This is an optimization exercise on Yosys and OpenROAD, whose aim is a short achievable clock period and few clock cycles, not a production implementation. The RTL was checked by simulation tests, not by an equivalence proof against the original design.

## manta_style
module manta_style (
    input clk,
    input rst,
    output [15:0] imem_addr,
    input  [15:0] imem_rdata,
    output [15:0] dmem_addr,
    output        dmem_we,
    output [15:0] dmem_wdata,
    input  [15:0] dmem_rdata
);
export LEC_CHECK = 0
export CAP_MARGIN = 40
export CORE_MARGIN = 2
export CORE_UTILIZATION = 40
export PLACE_DENSITY = 0.6
export SETUP_SLACK_MARGIN = 5
export SLEW_MARGIN = 40
create_clock -name core_clock -period 8.5 [get_ports {clk}]
standard.sh (not shown) runs the stock make flow with config.mk's settings and CLKGATE_MAP_FILE= SYNTH_SCRIPT=/design/flow/synth_recipe.tcl, a recipe that flattens the netlist after the stock synthesis.
==> flow/flow/run.sh <==
#!/bin/bash
set -euo pipefail
bash standard.sh SETUP_SLACK_MARGIN=5.7 "BUFFER_PORTS_ARGS=-buffer_cell sky130_fd_sc_hd__buf_4" finish > standard.log 2>&1
The baseline ran to the end with no violations.
Testbench counts at the start, summed over its fixed seeds: cycles 528,626.
==> next run, changes <==
--- a/flow/design.v
+++ b/flow/design.v
@@ -525,39 +525,36 @@
     input      [15:0] A,
     input      [15:0] B,
     input      [3:0]  shamt,
     input      [15:0] pc1,
     input             op_add,     
     input             op_sub,
     input             op_and,
     input             op_or,
     input             op_xor,
     input             op_shl,
     input             op_shr,
     input             op_link,
-    input             ld,         
-    input      [15:0] ld_data,
     output     [15:0] sum,
     output     [15:0] out
 );
     ks_add #(.W(16), .L(4)) add (.a(A), .b(op_sub ? ~B : B), .cin(op_sub), .sum(sum), .cout());
     wire [15:0] shl = A << shamt;
     wire [15:0] shr = A >> shamt;
     wire [15:0] other = ({16{op_and}}  & (A & B))
                | ({16{op_or}}   & (A | B))
                | ({16{op_xor}}  & (A ^ B))
                | ({16{op_shl}}  & shl)
                | ({16{op_shr}}  & shr)
-               | ({16{op_link}} & pc1)
-               | ({16{ld}}      & ld_data);
+               | ({16{op_link}} & pc1);
     assign out = (op_add | op_sub) ? sum : other;
 endmodule
 module ks_add #(
     parameter W = 16,
     parameter L = 4              
 ) (
     input  [W-1:0] a,
     input  [W-1:0] b,
     input          cin,
     output [W-1:0] sum,
     output         cout
 );
@@ -665,26 +662,25 @@
     reg        e_add, e_sub, e_and, e_or, e_xor, e_shl, e_shr, e_link;
     reg [15:0] e_a, e_b, e_s, e_pc1;
     reg        e_fam, e_faw, e_fbm, e_fbw, e_fsm, e_fsw;
     reg        e_mfam, e_mfaw, e_mfbm, e_mfbw;
     reg        e_bt;             
     reg        e_jp;             
     reg [15:0] e_pbase;
     reg        m_wr;
     reg [3:0]  m_rd;
     reg        m_mul;
     reg [15:0] m_res;
     reg        m_jmiss;          
-    reg [15:0] m_jb, m_joff;     
-    wire [15:0] m_jt = m_jb + m_joff;
+    reg [15:0] m_jt;
     reg        w_wr;
     reg [3:0]  w_rd;
     reg [15:0] w_res;
     reg        z_wr;             
     reg [3:0]  z_rd;
     reg [15:0] z_res;
     wire [15:0] rf1, rf2, rf3;
     wire [3:0]  f_r1 = (f_op != 4'he) ? imem_rdata[11:8] : 4'd0;
     register_file rf (
         .clk(clk), .rst(rst),
         .rd_1(d_r1), .rd_2(d_r2), .rd_3(f_r1), .rd_3_data(rf3),
         .wr(w_rd), .wr_data(w_res), .wr_en(w_wr),
@@ -704,25 +700,24 @@
     wire [15:0] d_base = b_hm ? m_res : (b_hw ? w_res : (b_hz ? z_res : d_fb));
     wire [3:0]  b_r1n = d_stall ? d_r1 : f_r1;      
     wire [15:0] d_addr;
     ks_add #(.W(16), .L(4)) agu (.a(d_base), .b({12'd0, d_ir[7:4]}), .cin(1'b0), .sum(d_addr), .cout());
     wire [15:0] x_a = e_fam ? m_res : (e_faw ? w_res : e_a);
     wire [15:0] x_b = e_fbm ? m_res : (e_fbw ? w_res : e_b);
     wire [15:0] x_s = e_fsm ? m_res : (e_fsw ? w_res : e_s);
     wire [15:0] x_sum, x_out;
     alu alu (
         .A(x_a), .B(x_b), .shamt(e_b[3:0]), .pc1(e_pc1),
         .op_add(e_add), .op_sub(e_sub), .op_and(e_and), .op_or(e_or),
         .op_xor(e_xor), .op_shl(e_shl), .op_shr(e_shr), .op_link(e_link),
-        .ld(e_load), .ld_data(dmem_rdata),
         .sum(x_sum), .out(x_out)
     );
     wire [15:0] mul_out;
     wire [15:0] x_ma = e_mfam ? m_res : (e_mfaw ? w_res : e_a);
     wire [15:0] x_mb = e_mfbm ? m_res : (e_mfbw ? w_res : e_b);
     wire        mul_ovf;
     multiplier3 mul (.clk(clk), .A(x_ma), .B(x_mb), .product(mul_out), .ovf(mul_ovf));
     wire x_bmiss = e_valid && e_bne && e_bt && (x_a == x_s);
     wire x_jmiss = e_valid && e_jalr && !(e_jp && (x_a == e_pbase));
     wire x_redir = x_bmiss || x_jmiss || m_jmiss;
     wire d_fuse = d_valid && (d_op == 4'hd) && e_valid && e_zcmp && e_wr &&
                   (((d_ra == e_rd) && (d_rc == 4'd0)) || ((d_rc == e_rd) && (d_ra == 4'd0)));
@@ -805,27 +800,26 @@
         e_pbase <= d_pbase;
         if (rst || x_redir || d_stall || !d_valid) begin
             e_valid <= 1'b0;
             e_wr    <= 1'b0;
             e_we    <= 1'b0;
         end else begin
             e_valid <= 1'b1;
             e_wr    <= d_wr;
             e_we    <= (d_op == 4'hc);
         end
         m_rd    <= e_rd;
         m_mul   <= e_mul;
-        m_res   <= x_out;
-        m_jb    <= x_a;
-        m_joff  <= e_b;
+        m_res   <= e_load ? dmem_rdata : x_out;
+        m_jt    <= x_sum;
         if (rst) begin
             m_wr <= 1'b0;
             m_jmiss <= 1'b0;
         end else begin
             m_jmiss <= x_jmiss;
             m_wr <= e_wr;
         end
         w_rd  <= m_rd;
         z_rd  <= w_rd;
         z_res <= w_res;
         w_res <= m_mul ? (mul_out | {16{mul_ovf}}) : m_res;
         if (rst) begin
After rerunning: The changed run finished clean; critical path depth goes down by 10; routed wire length drops by 6.0%; setup slack improves by 160 ps; hold slack loses 13 ps; design area drops by 1.6%; area after synthesis decreases by 2.4%; core utilization climbs by 0.21 points; via count decreases by 2.4%; die area came out lower by 2.4%.
Testbench counts after the change, summed over its fixed seeds: cycles 528,626.

-- port drivers added, routing unchanged --
Ports are ideal in the flow. The routed layouts listed here were re-timed in OpenROAD. Step 1 assumes that a clkbuf_16 drives the clock port and a buf_2 every other input. Step 2 moves the port delays by t, midway between the first and last clock arrival at a register: inputs arrive t later, outputs are due t later. That takes back most of the time a late clock gives input paths. a / b / c = ideal / step 1 / step 2; a / b = the first two.
| run | shift t [ns] | setup WS [ns] | worst setup path at the end | latest minus earliest clock arrival (ns) | slew at the worst register clock pin (ns) |
|---|---|---|---|---|---|
| the first run | 0.703 | 4.937 / 4.846 / 4.143 | input to register | 0.031 / 0.032 | 0.07 / 0.07 |
| the second run | 0.730 | 5.098 / 5.025 / 4.397 | input to register | 0.037 / 0.037 | 0.07 / 0.07 |
After both steps setup and hold are still met in every run listed. The setup slack of the first run, which loses most, moves by -0.091 ns with the drivers and by -0.794 ns with both steps.
